This is an optimization exercise on Yosys and OpenROAD, whose aim is small area, not a production implementation.
At most, simulation tests tie the RTL to the original design; equivalence was not proved.
Power figures rest on the tool's default switching activity, not on a simulated workload.

==> flow/design.v <==
module CPU(
    clk,
    inst,
    reset,
    address,
    out_data,
    store
);
    input clk;
    input reset;
    input [7:0] inst;
    output [7:0] address;
    output [7:0] out_data;
    output store;
    reg [7:0] ir;
    reg [7:0] pc;
    reg [7:0] r0, r1, r2, r3;
    wire [3:0] op = ir[7:4];
    always @(posedge clk) begin
        ir[3:0] <= inst[3:0];
        ir[6]   <= inst[6];
        ir[7]   <= inst[7] & ~reset;
        ir[5]   <= inst[5] | reset;
        ir[4]   <= inst[4] | reset;
    end
    wire [3:0] irn;
    g_inv u_irn0 (.a(ir[0]), .y(irn[0]));
    g_inv u_irn1 (.a(ir[1]), .y(irn[1]));
    g_inv u_irn2 (.a(ir[2]), .y(irn[2]));
    g_inv u_irn3 (.a(ir[3]), .y(irn[3]));
    wire ena, enb, cin;
    g_nand2 u_ena (.a(op[1]), .b(op[0]), .y(ena));
    g_inv   u_enb (.a(op[1]), .y(enb));
    g_or2   u_cin (.a(op[1]), .b(op[0]), .y(cin));
    wire [3:0] na, nb, nal, nbl;
    g_nand3 u_nal0 (.a(irn[3]), .b(irn[2]), .c(ena), .y(nal[0]));
    g_nand3 u_nal1 (.a(irn[3]), .b(ir[2]),  .c(ena), .y(nal[1]));
    g_nand3 u_nal2 (.a(ir[3]),  .b(irn[2]), .c(ena), .y(nal[2]));
    g_nand3 u_nal3 (.a(ir[3]),  .b(ir[2]),  .c(ena), .y(nal[3]));
    g_nand3 u_nbl0 (.a(irn[1]), .b(irn[0]), .c(enb), .y(nbl[0]));
    g_nand3 u_nbl1 (.a(irn[1]), .b(ir[0]),  .c(enb), .y(nbl[1]));
    g_nand3 u_nbl2 (.a(ir[1]),  .b(irn[0]), .c(enb), .y(nbl[2]));
    g_nand3 u_nbl3 (.a(ir[1]),  .b(ir[0]),  .c(enb), .y(nbl[3]));
    g_nand3 u_na0 (.a(irn[3]), .b(irn[2]), .c(ena), .y(na[0]));
    g_nand3 u_na1 (.a(irn[3]), .b(ir[2]),  .c(ena), .y(na[1]));
    g_nand3 u_na2 (.a(ir[3]),  .b(irn[2]), .c(ena), .y(na[2]));
    g_nand3 u_na3 (.a(ir[3]),  .b(ir[2]),  .c(ena), .y(na[3]));
    g_nand3 u_nb0 (.a(irn[1]), .b(irn[0]), .c(enb), .y(nb[0]));
    g_nand3 u_nb1 (.a(irn[1]), .b(ir[0]),  .c(enb), .y(nb[1]));
    g_nand3 u_nb2 (.a(ir[1]),  .b(irn[0]), .c(enb), .y(nb[2]));
    g_nand3 u_nb3 (.a(ir[1]),  .b(ir[0]),  .c(enb), .y(nb[3]));
    wire [7:0] a, b, bx, alu;
    wire [7:0] c;
    assign c[0] = cin;
    genvar i;
    generate
        for (i = 0; i < 8; i = i + 1) begin : g_bit
            rd_mux u_ma (.r0(r0[i]), .r1(r1[i]), .r2(r2[i]), .r3(r3[i]), .n(i < 2 ? nal : na), .y(a[i]));
            rd_mux u_mb (.r0(r0[i]), .r1(r1[i]), .r2(r2[i]), .r3(r3[i]), .n(i < 2 ? nbl : nb), .y(b[i]));
            g_xor2 u_bx (.a(b[i]), .b(op[0]), .y(bx[i]));
            if (i < 7) begin : g_lo
                g_fa u_fa (.a(a[i]), .b(bx[i]), .ci(c[i]), .s(alu[i]), .co(c[i+1]));
            end else begin : g_hi
                wire t;
                g_xor2 u_x0 (.a(a[i]), .b(bx[i]), .y(t));
                g_xor2 u_x1 (.a(t), .b(c[i]), .y(alu[i]));
            end
        end
    endgenerate
    wire keep, ldr, we, rstn;
    g_inv   u_rstn (.a(reset), .y(rstn));
    g_nor2  u_keep (.a(op[2]), .b(reset), .y(keep));
    g_and2  u_ldr  (.a(op[2]), .b(rstn), .y(ldr));
    g_orn   u_we   (.a(op[3]), .bn(op[1]), .y(we));
    wire [1:0] wdr;
    wire kn;
    g_a22o u_wd0 (.a1(alu[0]), .a2(keep), .b1(ir[0]), .b2(ldr), .y(wdr[0]));
    g_a22o u_wd1 (.a1(alu[1]), .a2(keep), .b1(ir[1]), .b2(ldr), .y(wdr[1]));
    g_or2  u_kn  (.a(op[2]), .b(reset), .y(kn));
    wire [3:0] enn, en;
    g_a31oi u_en0 (.a1(we), .a2(irn[3]), .a3(irn[2]), .b(reset), .y(enn[0]));
    g_a31oi u_en1 (.a1(we), .a2(irn[3]), .a3(ir[2]),  .b(reset), .y(enn[1]));
    g_a31oi u_en2 (.a1(we), .a2(ir[3]),  .a3(irn[2]), .b(reset), .y(enn[2]));
    g_a31oi u_en3 (.a1(we), .a2(ir[3]),  .a3(ir[2]),  .b(reset), .y(enn[3]));
    g_inv u_enp0 (.a(enn[0]), .y(en[0]));
    g_inv u_enp1 (.a(enn[1]), .y(en[1]));
    g_inv u_enp2 (.a(enn[2]), .y(en[2]));
    g_inv u_enp3 (.a(enn[3]), .y(en[3]));
    wire [3:0] ek;
    g_nor2 u_ek0 (.a(enn[0]), .b(kn), .y(ek[0]));
    g_nor2 u_ek1 (.a(enn[1]), .b(kn), .y(ek[1]));
    g_nor2 u_ek2 (.a(enn[2]), .b(kn), .y(ek[2]));
    g_nor2 u_ek3 (.a(enn[3]), .b(kn), .y(ek[3]));
    wire [7:0] d0, d1, d2, d3;
    generate
        for (i = 0; i < 2; i = i + 1) begin : g_rfl
            g_a22o u_d0 (.a1(en[0]), .a2(wdr[i]), .b1(enn[0]), .b2(r0[i]), .y(d0[i]));
            g_a22o u_d1 (.a1(en[1]), .a2(wdr[i]), .b1(enn[1]), .b2(r1[i]), .y(d1[i]));
            g_a22o u_d2 (.a1(en[2]), .a2(wdr[i]), .b1(enn[2]), .b2(r2[i]), .y(d2[i]));
            g_a22o u_d3 (.a1(en[3]), .a2(wdr[i]), .b1(enn[3]), .b2(r3[i]), .y(d3[i]));
        end
        for (i = 2; i < 8; i = i + 1) begin : g_rfh
            g_a22o u_d0 (.a1(ek[0]), .a2(alu[i]), .b1(enn[0]), .b2(r0[i]), .y(d0[i]));
            g_a22o u_d1 (.a1(ek[1]), .a2(alu[i]), .b1(enn[1]), .b2(r1[i]), .y(d1[i]));
            g_a22o u_d2 (.a1(ek[2]), .a2(alu[i]), .b1(enn[2]), .b2(r2[i]), .y(d2[i]));
            g_a22o u_d3 (.a1(ek[3]), .a2(alu[i]), .b1(enn[3]), .b2(r3[i]), .y(d3[i]));
        end
    endgenerate
    always @(posedge clk) begin
        r0 <= d0;
        r1 <= d1;
        r2 <= d2;
        r3 <= d3;
    end
    wire op3n;
    g_inv u_op3n (.a(op[3]), .y(op3n));
    wire [3:0] bi;
    g_nand2 u_b0 (.a(irn[0]), .b(op[3]), .y(bi[0]));
    g_nor2  u_b1 (.a(irn[1]), .b(op3n), .y(bi[1]));
    g_nor2  u_b2 (.a(irn[2]), .b(op3n), .y(bi[2]));
    g_nor2  u_b3 (.a(irn[3]), .b(op3n), .y(bi[3]));
    wire [7:0] npc, pcd, addr;
    wire [7:1] k;
    g_ha  u_p0 (.a(pc[0]), .b(bi[0]), .s(npc[0]), .co(k[1]));
    g_fa  u_p1 (.a(pc[1]), .b(bi[1]), .ci(k[1]), .s(npc[1]), .co(k[2]));
    g_fa  u_p2 (.a(pc[2]), .b(bi[2]), .ci(k[2]), .s(npc[2]), .co(k[3]));
    g_fa  u_p3 (.a(pc[3]), .b(bi[3]), .ci(k[3]), .s(npc[3]), .co(k[4]));
    g_ha  u_p4 (.a(pc[4]), .b(k[4]), .s(npc[4]), .co(k[5]));
    g_ha  u_p5 (.a(pc[5]), .b(k[5]), .s(npc[5]), .co(k[6]));
    g_ha  u_p6 (.a(pc[6]), .b(k[6]), .s(npc[6]), .co(k[7]));
    g_xor2 u_p7 (.a(pc[7]), .b(k[7]), .y(npc[7]));
    generate
        for (i = 0; i < 8; i = i + 1) begin : g_pc
            g_and2 u_pcr (.a(npc[i]), .b(rstn), .y(pcd[i]));
            g_a22o u_adr (.a1(npc[i]), .a2(op[3]), .b1(pc[i]), .b2(op3n), .y(addr[i]));
        end
    endgenerate
    always @(posedge clk)
        pc <= pcd;
    assign store = op[1] & ~op[0];
    assign out_data = alu;
    assign address = addr;
endmodule
module rd_mux(r0, r1, r2, r3, n, y);
    input r0, r1, r2, r3;
    input [3:0] n;
    output y;
    wire x01, x23;
    g_o22ai u_01 (.a1(r0), .a2(n[0]), .b1(r1), .b2(n[1]), .y(x01));
    g_o22ai u_23 (.a1(r2), .a2(n[2]), .b1(r3), .b2(n[3]), .y(x23));
    g_nor2  u_y  (.a(x01), .b(x23), .y(y));
endmodule
module g_inv(a, y);
    input a; output y;
    assign y = ~a;
endmodule
module g_nand2(a, b, y);
    input a, b; output y;
    assign y = ~(a & b);
endmodule
module g_nor2(a, b, y);
    input a, b; output y;
    assign y = ~(a | b);
endmodule
module g_or2(a, b, y);
    input a, b; output y;
    assign y = a | b;
endmodule
module g_and2(a, b, y);
    input a, b; output y;
    assign y = a & b;
endmodule
module g_orn(a, bn, y);
    input a, bn; output y;
    assign y = a | ~bn;
endmodule
module g_nand3(a, b, c, y);
    input a, b, c; output y;
    assign y = ~(a & b & c);
endmodule
module g_xor2(a, b, y);
    input a, b; output y;
    assign y = a ^ b;
endmodule
module g_o22ai(a1, a2, b1, b2, y);
    input a1, a2, b1, b2; output y;
    assign y = ~((a1 | a2) & (b1 | b2));
endmodule
module g_a22o(a1, a2, b1, b2, y);
    input a1, a2, b1, b2; output y;
    assign y = (a1 & a2) | (b1 & b2);
endmodule
module g_a31oi(a1, a2, a3, b, y);
    input a1, a2, a3, b; output y;
    assign y = ~((a1 & a2 & a3) | b);
endmodule
module g_ha(a, b, s, co);
    input a, b; output s, co;
    assign s = a ^ b;
    assign co = a & b;
endmodule
module g_fa(a, b, ci, s, co);
    input a, b, ci; output s, co;
    assign s = a ^ b ^ ci;
    assign co = (a & b) | (ci & (a ^ b));
endmodule
clock: 6.0 ns
lec_check: 0
cap_margin: 20
core_margin: 2
core_utilization: 40
slew_margin: 20
synth_hierarchical: 1
standard.sh (not shown) runs the stock make flow with config.mk's settings and CLKGATE_MAP_FILE= SYNTH_SCRIPT=/design/flow/synth_recipe.tcl, a recipe that flattens the netlist after the stock synthesis.
==> flow/flow/run.sh <==
#!/bin/bash
set -e
export BUFFER_PORTS_ARGS="-buffer_cell sky130_fd_sc_hd__buf_1"
export CTS_ARGS="-sink_clustering_enable -repair_clock_nets -buf_list sky130_fd_sc_hd__clkbuf_8 -sink_clustering_size 30 -dont_use_dummy_load"
bash standard.sh > standard.log 2>&1
Rerun with:
--- a/flow/design.v
+++ b/flow/design.v
@@ -31,13 +31,9 @@
     wire ena, enb, cin;
     g_nand2 u_ena (.a(op[1]), .b(op[0]), .y(ena));
     g_inv   u_enb (.a(op[1]), .y(enb));
     g_or2   u_cin (.a(op[1]), .b(op[0]), .y(cin));
-    wire [3:0] na, nb, nal, nbl;
-    g_nand3 u_nal0 (.a(irn[3]), .b(irn[2]), .c(ena), .y(nal[0]));
-    g_nand3 u_nal1 (.a(irn[3]), .b(ir[2]),  .c(ena), .y(nal[1]));
-    g_nand3 u_nal2 (.a(ir[3]),  .b(irn[2]), .c(ena), .y(nal[2]));
-    g_nand3 u_nal3 (.a(ir[3]),  .b(ir[2]),  .c(ena), .y(nal[3]));
+    wire [3:0] na, nb, nbl;
     g_nand3 u_nbl0 (.a(irn[1]), .b(irn[0]), .c(enb), .y(nbl[0]));
     g_nand3 u_nbl1 (.a(irn[1]), .b(ir[0]),  .c(enb), .y(nbl[1]));
     g_nand3 u_nbl2 (.a(ir[1]),  .b(irn[0]), .c(enb), .y(nbl[2]));
     g_nand3 u_nbl3 (.a(ir[1]),  .b(ir[0]),  .c(enb), .y(nbl[3]));
@@ -54,9 +50,9 @@
     assign c[0] = cin;
     genvar i;
     generate
         for (i = 0; i < 8; i = i + 1) begin : g_bit
-            rd_mux u_ma (.r0(r0[i]), .r1(r1[i]), .r2(r2[i]), .r3(r3[i]), .n(i < 2 ? nal : na), .y(a[i]));
+            rd_mux u_ma (.r0(r0[i]), .r1(r1[i]), .r2(r2[i]), .r3(r3[i]), .n(na), .y(a[i]));
             rd_mux u_mb (.r0(r0[i]), .r1(r1[i]), .r2(r2[i]), .r3(r3[i]), .n(i < 2 ? nbl : nb), .y(b[i]));
             g_xor2 u_bx (.a(b[i]), .b(op[0]), .y(bx[i]));
             if (i < 7) begin : g_lo
                 g_fa u_fa (.a(a[i]), .b(bx[i]), .ci(c[i]), .s(alu[i]), .co(c[i+1]));
Outcome:
- The changed run produced a clean layout
- clock-buffer cell count stays the same
- worst setup slack degrades by 0.0060 ns
- wire length goes up by 6.5%
- register-to-register slack improved by 0.17 ns
- die area decreases by 0.85%
- core utilization climbs by 2.7 points
- power shrinks by 0.78%
- cell count came out higher by 0.31%
For the second run of this note, only the layout was checked, not whether the RTL still works.

port drivers added, routing unchanged:
In the flow no input, the clock included, has a driving cell. The finished layouts below were timed again as built, in two steps.
Step 1 assumes that a clkbuf_16 drives the clock port and a buf_2 every other input.
Step 2 also shifts input and output timing later by t, the mid clock arrival at the registers, as if the neighbouring blocks saw the same clock.
Three values: ideal, step 1, step 2; two values: the first two.
run	shift t [ns]	setup slack, ns	worst hold slack (ns)	clock arrival spread, ns
the first run	0.328	0.236 / 0.207 / 0.534	0.507 / 0.507 / 0.507	0.027 / 0.027
the second run	0.326	0.230 / 0.203 / 0.529	0.506 / 0.506 / 0.506	0.021 / 0.020
After both steps setup and hold are still met in every run listed.
